What follows belongs to an exercise in optimizing a design on an open flow for small area; a production flow would make more cautious choices. The RTL was checked by simulation tests, not by an equivalence proof against the original design. Power is estimated from default activity; no workload was simulated.

File: design/flow/constraint.sdc
create_clock -name core_clock -period 9.0 [get_ports {clk}]
set_input_delay 1.8000 -clock core_clock [delete_from_list [all_inputs] [get_ports {clk}]]
set_output_delay 1.8000 -clock core_clock [all_outputs]
set_load 0.01 [all_outputs]
File: design/flow/design.v
module FSM_MSI_CPU_requests_controller(
	input [1:0] state_in,
	input cpu_write_hit, cpu_read_hit,
	input cpu_write_miss, cpu_read_miss,
	output reg write_back_block_next, 
	output reg [1:0] state_next,bus_next
	);
	parameter INVALID=2'b00, MODIFIED=2'b01, SHARED=2'b10;
	parameter BUS_INVALIDATE=2'b00, BUS_WRITE_MISS=2'b01, BUS_READ_MISS=2'b10, BUS_NONE=2'b11;
	wire cpu_write = cpu_write_hit | cpu_write_miss; 
	wire cpu_read = cpu_read_hit | cpu_read_miss;
	always@(*)begin
		state_next = 2'b11; 
		bus_next = BUS_NONE;
		write_back_block_next = 0;
		case(state_in)
			INVALID:begin
				case({cpu_write,cpu_read})
					2'b01: begin
						state_next = SHARED;
						bus_next = BUS_READ_MISS;
						write_back_block_next = 0;
					end
					2'b10: begin
						state_next = MODIFIED;
						bus_next = BUS_WRITE_MISS;
						write_back_block_next = 0;
					end
					default:begin
						state_next = 2'b11; 
						bus_next = 2'b11;
						write_back_block_next = 0;
					end
				endcase
			end
			MODIFIED:begin
				case({cpu_write_hit,cpu_read_hit,cpu_write_miss,cpu_read_miss})
					4'b0001:begin						
						state_next = SHARED;
						bus_next = BUS_READ_MISS;
						write_back_block_next = 1;
					end
					4'b0010:begin
						state_next = MODIFIED;
						bus_next = BUS_WRITE_MISS;
						write_back_block_next =1;					
					end
					4'b0100,4'b1000:begin
						state_next = MODIFIED;
						bus_next = BUS_NONE;
						write_back_block_next = 0;
					end
					default:begin
						state_next = 2'b11; 
						bus_next = 2'b11;
						write_back_block_next = 0;
					end
				endcase			
			end
			SHARED:begin
				case({cpu_write_hit,cpu_read_hit,cpu_write_miss,cpu_read_miss})
					4'b0001:begin
						state_next = SHARED;
						bus_next = BUS_READ_MISS;
						write_back_block_next = 0;
					end
					4'b0010:begin
						state_next = MODIFIED;
						bus_next = BUS_WRITE_MISS;
						write_back_block_next = 0;
					end
					4'b0100:begin
						state_next = SHARED;
						bus_next = BUS_NONE;
						write_back_block_next = 0;
					end
					4'b1000:begin
						state_next = MODIFIED;
						bus_next = BUS_INVALIDATE;
						write_back_block_next = 0;
					end
					default:begin
						state_next = 2'b11; 
						bus_next = 2'b11;
						write_back_block_next = 0;
					end
				endcase
			end
			default:begin
				state_next = 2'b11; 
				bus_next = 2'b11;
				write_back_block_next = 0;
			end
		endcase
	end
endmodule
module FSM_MSI_BUS_requests_controller(
	input [1:0] state_in,
	input bus_write_miss, 
	input bus_read_miss, 
	input bus_invalidate,
	output reg abort_mem_access_next,
	output reg write_back_block_next,
	output reg [1:0] state_next
	);
	parameter INVALID=2'b00, MODIFIED=2'b01, SHARED=2'b10;
	always@(*)begin
		state_next = state_in;
		write_back_block_next = 0;
		abort_mem_access_next = 0;
		case(state_in)
			MODIFIED:begin
				case({bus_write_miss,bus_read_miss})
					2'b01:begin
						state_next = SHARED;
						write_back_block_next = 1;
						abort_mem_access_next = 1;
					end
					2'b10:begin
						state_next = INVALID;
						write_back_block_next = 1;
						abort_mem_access_next = 1;
					end
					default: begin
						state_next = state_in; 
					 	write_back_block_next = 0;
					 	abort_mem_access_next = 0;
					end
				endcase
			end
			SHARED:begin
				case({bus_invalidate,bus_write_miss,bus_read_miss})
					3'b001:begin
						state_next = SHARED;
						write_back_block_next = 0;
						abort_mem_access_next = 0;
					end
					3'b010,3'b100:begin
						state_next = INVALID;
						write_back_block_next = 0;
						abort_mem_access_next = 0;
					end
					default:begin
					 	write_back_block_next = 0;
					 	abort_mem_access_next = 0;
					 	state_next = state_in;
					end
				endcase
			end
			default:begin
				state_next = state_in;
				write_back_block_next = 0;
				abort_mem_access_next = 0;
			end
		endcase
	end
endmodule
module cache_directlyMapped_32x21bits(
	input clk,rst,core,
	input read, 
	input write,
	input [15:0] write_data,
	input [8:0] mem_address,
	input [1:0] bus_requests, 
	input [8:0] bus_request_mem_address, 
	input bus_data_found, 
	input [15:0] bus_data_delivery, 
	input [15:0] mem_data_delivery,
	output [15:0] data_out_cpu, 
	output cpu_write_back,bus_write_back, 
	output [8:0] address_out_mem_cpu,address_out_mem_bus,
	output [15:0] data_out_mem_cpu,data_out_mem_bus, 
	output bus_reply_abort_mem_access, 
	output [15:0] bus_reply_data_found, 
	output [8:0] ask_mem_address, 
	output [1:0] bus_reply 
	);
	integer i; 
	parameter INVALID=2'b00, MODIFIED=2'b01, SHARED=2'b10;
	parameter BUS_INVALIDATE=2'b00, BUS_WRITE_MISS=2'b01, BUS_READ_MISS=2'b10;
	reg [21:0] cache [0:31]; 
	wire [4:0] cache_index = mem_address[4:0]; 
	wire [3:0] mem_tag = mem_address[8:5];
	wire [4:0] cache_tag_attending_bus = {1'b0, bus_request_mem_address[8:5]}; 
	wire [4:0] cache_index_attending_bus = bus_request_mem_address[4:0];
	wire [1:0] coherency_state_attending_bus = cache[cache_index_attending_bus][21:20];
	wire [1:0] coherency_state_attending_cpu = cache[cache_index][21:20]; 
	wire [3:0] tag = cache[cache_index][19:16];
	wire [15:0] data = cache[cache_index][15:0];
	wire write_hit  = (write & ~read) & ( mem_tag == tag) & coherency_state_attending_cpu!=INVALID; 
	wire write_miss = (write & ~read) & ((mem_tag != tag) | coherency_state_attending_cpu==INVALID);
	wire read_hit   = (~write & read) & ( mem_tag == tag) & coherency_state_attending_cpu!=INVALID;
	wire read_miss  = (~write & read) & ((mem_tag != tag) | coherency_state_attending_cpu==INVALID);
	wire cpu_match = (coherency_state_attending_cpu!=INVALID?1'b1:1'b0) & (tag==mem_tag? 1'b1:1'b0); 
	wire bus_resquest_match = (cache[cache_index_attending_bus][21:20]!=INVALID?1'b1:1'b0) & ({1'b0, cache[cache_index_attending_bus][19:16]}==cache_tag_attending_bus? 1'b1:1'b0);
	wire cpu_controler_write_back, bus_controler_write_back, bus_controler_abort_mem_access;
	wire [1:0] state_next_cpu,state_next_bus; 
	assign data_out_cpu = read_hit == 1'b1 ? data : (bus_data_found == 1 ? bus_data_delivery : mem_data_delivery);
	assign cpu_write_back = cpu_controler_write_back;
	assign bus_write_back = bus_controler_write_back;
	assign address_out_mem_cpu = {cache[cache_index][19:16],cache_index};
	assign address_out_mem_bus =  {cache[cache_index_attending_bus][19:16],cache_index_attending_bus};
	assign data_out_mem_cpu = cache[cache_index][15:0];
	assign data_out_mem_bus = cache[cache_index_attending_bus][15:0];
	assign bus_reply_abort_mem_access = bus_resquest_match == 1 ? bus_controler_abort_mem_access : 1'b0;
	assign bus_reply_data_found = cache[cache_index_attending_bus][15:0]; 
	assign ask_mem_address = mem_address;
	FSM_MSI_CPU_requests_controller _CTRL_R_(
		.state_in(coherency_state_attending_cpu),
		.cpu_write_hit(write_hit),.cpu_read_hit(read_hit),
		.cpu_write_miss(write_miss),.cpu_read_miss(read_miss),
		.write_back_block_next(cpu_controler_write_back), 
		.state_next(state_next_cpu), 
		.bus_next(bus_reply) 
	);
	FSM_MSI_BUS_requests_controller _CTRL_B_(
		.state_in(coherency_state_attending_bus),
		.bus_write_miss(bus_requests==BUS_WRITE_MISS?1'b1:1'b0), 
		.bus_read_miss(bus_requests==BUS_READ_MISS?1'b1:1'b0), 
		.bus_invalidate(bus_requests==BUS_INVALIDATE?1'b1:1'b0),	
		.abort_mem_access_next(bus_controler_abort_mem_access), 
		.write_back_block_next(bus_controler_write_back), 
		.state_next(state_next_bus) 
	);
	always@(posedge clk)begin
		if (rst) begin
			for(i=0;i<32;i=i+1) begin
				cache[i] <= 22'b0;
			end
		end else begin
			cache[cache_index][21:20] <= state_next_cpu; 
			cache[cache_index][19:16] <= mem_tag;
			if (bus_resquest_match==1'b1)begin
				cache[cache_index_attending_bus][21:20] <= state_next_bus; 
			end
			if(write==1'b1)begin
				cache[cache_index][15:0] <= write_data;
			end
			if (bus_data_found==1'b1 && read_miss == 1'b1)begin
				cache[cache_index][15:0] <= bus_data_delivery;
			end 
			else if (bus_data_found==1'b0 && read_miss == 1'b1)begin
				cache[cache_index][15:0] <= mem_data_delivery;
			end
		end
	end
endmodule
module msi_main(
	input clk,
	input rst,
	input core1_write,
	input [8:0] core1_mem_adress,
	input [15:0] core1_write_data,
	input core2_write,
	input [8:0] core2_mem_adress,
	input [15:0] core2_write_data,
	input [15:0] mem_readed1, mem_readed2,
	output [15:0] cache1_data_out_cpu, cache2_data_out_cpu,
	output cache1_write_back_cpu, cache1_write_back_bus, cache2_write_back_cpu, cache2_write_back_bus,
	output [8:0] cache1_address_out_mem_cpu, cache1_address_out_mem_bus, cache2_address_out_mem_cpu, cache2_address_out_mem_bus,
	output [15:0] cache1_data_out_mem_cpu, cache1_data_out_mem_bus, cache2_data_out_mem_cpu, cache2_data_out_mem_bus
);
	wire core1_read = ~core1_write, core2_read = ~core2_write;
	wire [1:0] cache1_bus_reply,cache2_bus_reply;
	wire [8:0] cache1_ask_mem_address,cache2_ask_mem_address;
	wire cache1_bus_reply_data_found, cache2_bus_reply_data_found;
	wire [15:0] cache1_bus_reply_data_delivery, cache2_bus_reply_data_delivery; 
	cache_directlyMapped_32x21bits _CORE1_CACHE_(
		.clk(clk),.rst(rst),.core(1'b0),
		.read(core1_read),
		.write(core1_write),
		.write_data(core1_write_data),
		.mem_address(core1_mem_adress),
		.bus_requests(cache2_bus_reply),
		.bus_request_mem_address(cache2_ask_mem_address),
		.bus_data_found(cache2_bus_reply_data_found),
		.bus_data_delivery(cache2_bus_reply_data_delivery),
		.mem_data_delivery(mem_readed1),
		.cpu_write_back(cache1_write_back_cpu), 
		.bus_write_back(cache1_write_back_bus),
		.data_out_cpu(cache1_data_out_cpu),
		.data_out_mem_cpu(cache1_data_out_mem_cpu),
		.data_out_mem_bus(cache1_data_out_mem_bus),
		.address_out_mem_cpu(cache1_address_out_mem_cpu),
		.address_out_mem_bus(cache1_address_out_mem_bus),
		.bus_reply_abort_mem_access(cache1_bus_reply_data_found),
		.bus_reply_data_found(cache1_bus_reply_data_delivery),
		.ask_mem_address(cache1_ask_mem_address),
		.bus_reply(cache1_bus_reply)
	);
	cache_directlyMapped_32x21bits _CORE2_CACHE_(
		.clk(clk),.rst(rst),.core(1'b1),
		.read(core2_read),
		.write(core2_write),
		.write_data(core2_write_data),
		.mem_address(core2_mem_adress),
		.bus_requests(cache1_bus_reply),
		.bus_request_mem_address(cache1_ask_mem_address),
		.bus_data_found(cache1_bus_reply_data_found),
		.bus_data_delivery(cache1_bus_reply_data_delivery),
		.mem_data_delivery(mem_readed2),
		.cpu_write_back(cache2_write_back_cpu), 
		.bus_write_back(cache2_write_back_bus), 
		.data_out_cpu(cache2_data_out_cpu),
		.data_out_mem_cpu(cache2_data_out_mem_cpu),
		.data_out_mem_bus(cache2_data_out_mem_bus),
		.address_out_mem_cpu(cache2_address_out_mem_cpu),
		.address_out_mem_bus(cache2_address_out_mem_bus),
		.bus_reply_abort_mem_access(cache2_bus_reply_data_found),
		.bus_reply_data_found(cache2_bus_reply_data_delivery),
		.ask_mem_address(cache2_ask_mem_address),
		.bus_reply(cache2_bus_reply)
	);
endmodule
File: design/flow/run.sh
#!/bin/bash
# synth_recipe.tcl (not shown) runs the flow's synth.tcl, then flattens the netlist and writes it again
# the make line also repeats each setting of config.mk as NAME=value (left out here)
make -C /OpenROAD-flow-scripts/flow DESIGN_CONFIG=/design/flow/config.mk WORK_HOME=/design/flow/orfs CLKGATE_MAP_FILE= SYNTH_SCRIPT=/design/flow/synth_recipe.tcl finish
File: design/flow/config.mk
export PLATFORM = sky130hd
export DESIGN_NAME = msi_main
export DESIGN_NICKNAME = msi_main
export VERILOG_FILES = /design/flow/design.v
export SDC_FILE = /design/flow/constraint.sdc
export NUM_CORES = 4
export LEC_CHECK = 0
export CAP_MARGIN = 20
export CORE_MARGIN = 2
export CORE_UTILIZATION = 25
export PLACE_DENSITY = 0.4
export SLEW_MARGIN = 20
==> metrics.csv <==
stage;metric;value;unit
run_status;status;complete, no violations;
pwr;Pleak;33.2;nW
pwr;Internal Power;0.0126;W
timing;Final Slew Violations;0;
timing;Setup-failing EPs final;0;
die;Rows;209;
pwr;switch share;29.1;%
synthesis;synthesized area per cell;12.8;um^2
die;Die W;575;um
timing;unrepaired setup endpoints after global routing;yes;
route;Vias;64100;
route;drt drc;0;
route;DRT Pass-1 Iters;8;
die;Die Area;331000;um^2
pwr;net switching power;0.00516;W
run;max cap viols;0;
die;Core Region;325000;um^2
clock_network;Num CTS Buffers;180;
grt;vias in the first global route;62600;
synthesis;syn nets;6484;
placement;Placed Area;90300;um^2
timing;final setup TNS;0;ps
pwr;Sequential Power Share;43.6;%
clock_network;CTS tree;built;
pwr;Clk network pwr share;40.0;%
grt;first-pass GRT wire length;562000;um
worst_setup_path;CP arrival;7070;ps
hold_path;worst hold path type;register to register;
pwr;Max IR drop VDD;142;uV
placement;global placement routability congestion;0.925;
pwr;pwr dens;184;nW/um^2
worst_setup_path;CP max FO;17;
route;WL final;418000;um
synthesis;Post-synth EDFFs;1408;
timing;Slew @ Worst Pin;1270;ps
worst_setup_path;crit start category;input pin;
worst_setup_path;Setup CP Type;input pin to primary output;
placement;Post-DP HPWL;282000;um
clock_network;Root Buffer;clkbuf_16;
synthesis;Primary FF master, synth;edfxtp_1;
clock_network;H-tree depth;4;
route;DRT iter0 DRCs;9133;
timing;min cycle time layout;8870;ps
layout;final net count;6645;
layout;final core occ;29.6;%
worst_setup_path;critical path data required time;7200;ps
clock_network;CTS sink cnt;1408;
synthesis;Ys Warns;3;
timing;Hold Fails Final Rpt;0;
die;Initial Util;25.1;%
synthesis;cell count after synthesis;6388;
timing;Tcrit/Tclk final;98.5;%
clock_network;worst-case clock buffer depth;4;
pwr;power share of the combinational group;16.4;%
pwr;Pwr Total;0.0177;W
route;Routed Antenna Nets;0;
layout;Syn-to-layout area delta;17.9;%
layout;design area;96200;um^2
die;DIE HEIGHT;575;um
die;I/O pin cnt;222;
grt;largest net degree at the start of global routing;115;
grt;grt ovf;0;
grt;initial antenna violation count;27;
clock_network;Clock Pin Slew Worst Setup and Hold Paths;50;ps
synthesis;number of synthesized register bits;1408;
route;drt wl/cell;37.9;um
synthesis;sequential element share of the synthesized area;51.8;%
timing;relative slew slack;15.1;%
layout;share of post-route cells with drive strength above 1;24.8;%
clock_network;hold_buf cts;0;
route;vias per cell;5.81;
worst_setup_path;CP endpoint kind;primary output;
clock_network;clk latency of the worst-skew pair;900;ps
synthesis;Synth cell types;69;
timing;Setup Skew;101;ps
synthesis;area of the mapped netlist;81600;um^2
placement;input/output buffers;221;
grt;GRT Total Usage;24.6;%
synthesis;Synth async-reset ratio;0;%
timing;Highest Clock Rate;0.113;GHz
layout;Fillers;32700;
[worst max-delay path, cell delays in order]
cell             delay [ps]
clkdlybuf4s50_1         400
buf_4                   190
buf_4                   160
or4b_1                  590
o22ai_1                 170
nor4_1                  110
and3_1                  190
or4_4                   620
nor3_4                  250
maj3_1                  210
o21ai_0                 100
ha_1                    320
nand2b_1                160
nor2_1                  110
o21ai_2                 100
buf_12                  170
nor3_4                  230
buf_8                   200
o21ai_1                  90
mux2i_1                 240
clkdlybuf4s50_1         570
[kinds of logic after synthesis]
kind of cell             Yosys count  share of synthesized area, %
AO/OA/AOI/OAI                   1874                          14.6
flip-flops                      1408                          51.8
AND/OR/NAND/NOR                 1387                          9.02
multiplexers                     865                          19.5
buffers and inverters            838                          4.86
adder cells (fa/ha/maj)           12                         0.178
XOR/XNOR                           4                        0.0430
[sequential cells by signal (all words and copies together) (netlist names)]
name,flops
_CORE2_CACHE_.cache,704
_CORE1_CACHE_.cache,704
[cell type report]
class | count | area, um^2 | share of cell area, %
Sequential cell | 1408 | 42300 | 44.0
Multi-Input combinational cell | 4142 | 36000 | 37.5
Timing Repair Buffer | 757 | 6640 | 6.91
Tap cell | 4325 | 5410 | 5.63
Clock buffer | 225 | 4780 | 4.97
Clock inverter | 90 | 719 | 0.748
Inverter | 60 | 225 | 0.234
Antenna cell | 33 | 82.6 | 0.0859
[worst paths after layout]
| path | from | end | slack, ps | cells past startpoint |
|---|---|---|---|---|
| worst max register to register | _CORE2_CACHE_.cache[14][16] | _CORE2_CACHE_.cache[26][7] | 3560 | 10 |
| worst min-delay path | _CORE2_CACHE_.cache[27][20] | _CORE2_CACHE_.cache[16][20] | 1480 | 5 |
| worst max-delay path | core2_mem_adress[3] | cache2_data_out_cpu[3] | 130 | 21 |
| worst min register to register | _CORE2_CACHE_.cache[27][20] | _CORE2_CACHE_.cache[16][20] | 1480 | 5 |
[Yosys cell counts (9+ instances only)]
master	instances	area, um^2
a21o_1	127	953
a21oi_1	453	2270
a21oi_2	101	885
a22o_1	133	1160
a22oi_1	158	1190
and2_1	31	194
and3_1	236	1480
and3b_1	9	78.8
buf_1	48	180
buf_2	177	886
buf_4	60	450
buf_6	49	552
clkbuf_1	443	1660
edfxtp_1	1408	42300
ha_1	10	125
inv_1	60	225
mux2i_1	289	2890
mux4_2	576	13000
nand2_1	548	2060
nand2_2	17	106
nand2b_1	117	732
nand3_1	71	355
nand3_2	11	110
nand4_1	41	257
nand4b_1	19	166
nand4bb_1	12	135
nor2_1	85	319
nor4_1	69	432
nor4b_1	30	263
o211ai_2	15	188
o211ai_4	16	340
o21ai_0	443	2220
o21ai_1	135	676
o22ai_1	190	1190
o31ai_1	48	360
o32ai_1	33	289
or3_1	26	163
or4_1	20	150
[metal layers]
layer / vias up / part of all wire (%) / track usage [%]
li1: 25800 / - / -
met4: 12 / 5.6 / 11.9
met1: 33900 / 41 / 32.5
met3: 729 / 8.6 / 5.03
met5: - / 0.019 / 0
met2: 3655 / 45 / 38.3
[repair_timing]
| action | CTS | global route |
|---|---|---|
| setup buffers | 0 | 2 |
| gates resized for setup | 11 | 41 |
| pin swaps | 0 | 2 |
| endpoints found under the setup margin | 21 | 32 |
[power groups by stage]
stage / registers (W) / clock network, W / logic (W)
floorplan: 0.00774 / 0 / 0.00142
global placement: 0.00785 / 0 / 0.00287
detailed placement: 0.00785 / 0 / 0.00286
CTS: 0.00772 / 0.00716 / 0.00288
global route: 0.00775 / 0.00738 / 0.00298
finish: 0.00772 / 0.00709 / 0.00291
[metrics by stage]
stage / setup slack [ps] / hold slack, ps / instances
floorplan: 1010 / 1060 / 6388
global placement: -235 / 1430 / 10700
detailed placement: -200 / 1430 / 10700
CTS: 7.14 / 1470 / 11000
global route: -69.0 / 1530 / 11000
finish: 131 / 1480 / 11000
[cells in the final DEF, fill, tap and decap left out, types with 70 or more instances in the layout]
| cell type | instances |
|---|---|
| o21ai_0 | 443 |
| a21o_1 | 127 |
| nand3_1 | 70 |
| and3_1 | 234 |
| buf_4 | 506 |
| nand2b_1 | 96 |
| nor2_1 | 78 |
| clkbuf_16 | 185 |
| a22oi_1 | 157 |
| edfxtp_1 | 1408 |
| a22o_1 | 133 |
| a21oi_2 | 109 |
| clkdlybuf4s50_1 | 200 |
| mux4_2 | 576 |
| o22ai_1 | 188 |
| o21ai_1 | 131 |
| nand2_1 | 548 |
| mux2i_1 | 287 |
| a21oi_1 | 445 |

-- what the ideal ports hide --
How much do the figures lean on ideal ports? The routed layout below was timed once more, with nothing changed but the port constraints.
Step 1 sets driving cells, clkbuf_16 on the clock port and buf_2 on the other inputs (assumed; they add their load-dependent delay and slew).
Step 2 moves the port delays by t, midway between the first and last clock arrival at a register: inputs arrive t later, outputs are due t later. That takes back most of the time a late clock gives input paths.
a / b / c = ideal / step 1 / step 2; a / b = the first two.
t (ns): 0.940
setup slack, ns: 0.131 / 0.104 / 0.104
hold WS [ns]: 1.484 / 1.484 / 1.484
worst setup path after step 2: input to output
After both steps setup and hold are still met in this run. The setup slack of this run moves by -0.027 ns with the drivers and by -0.027 ns with both steps.
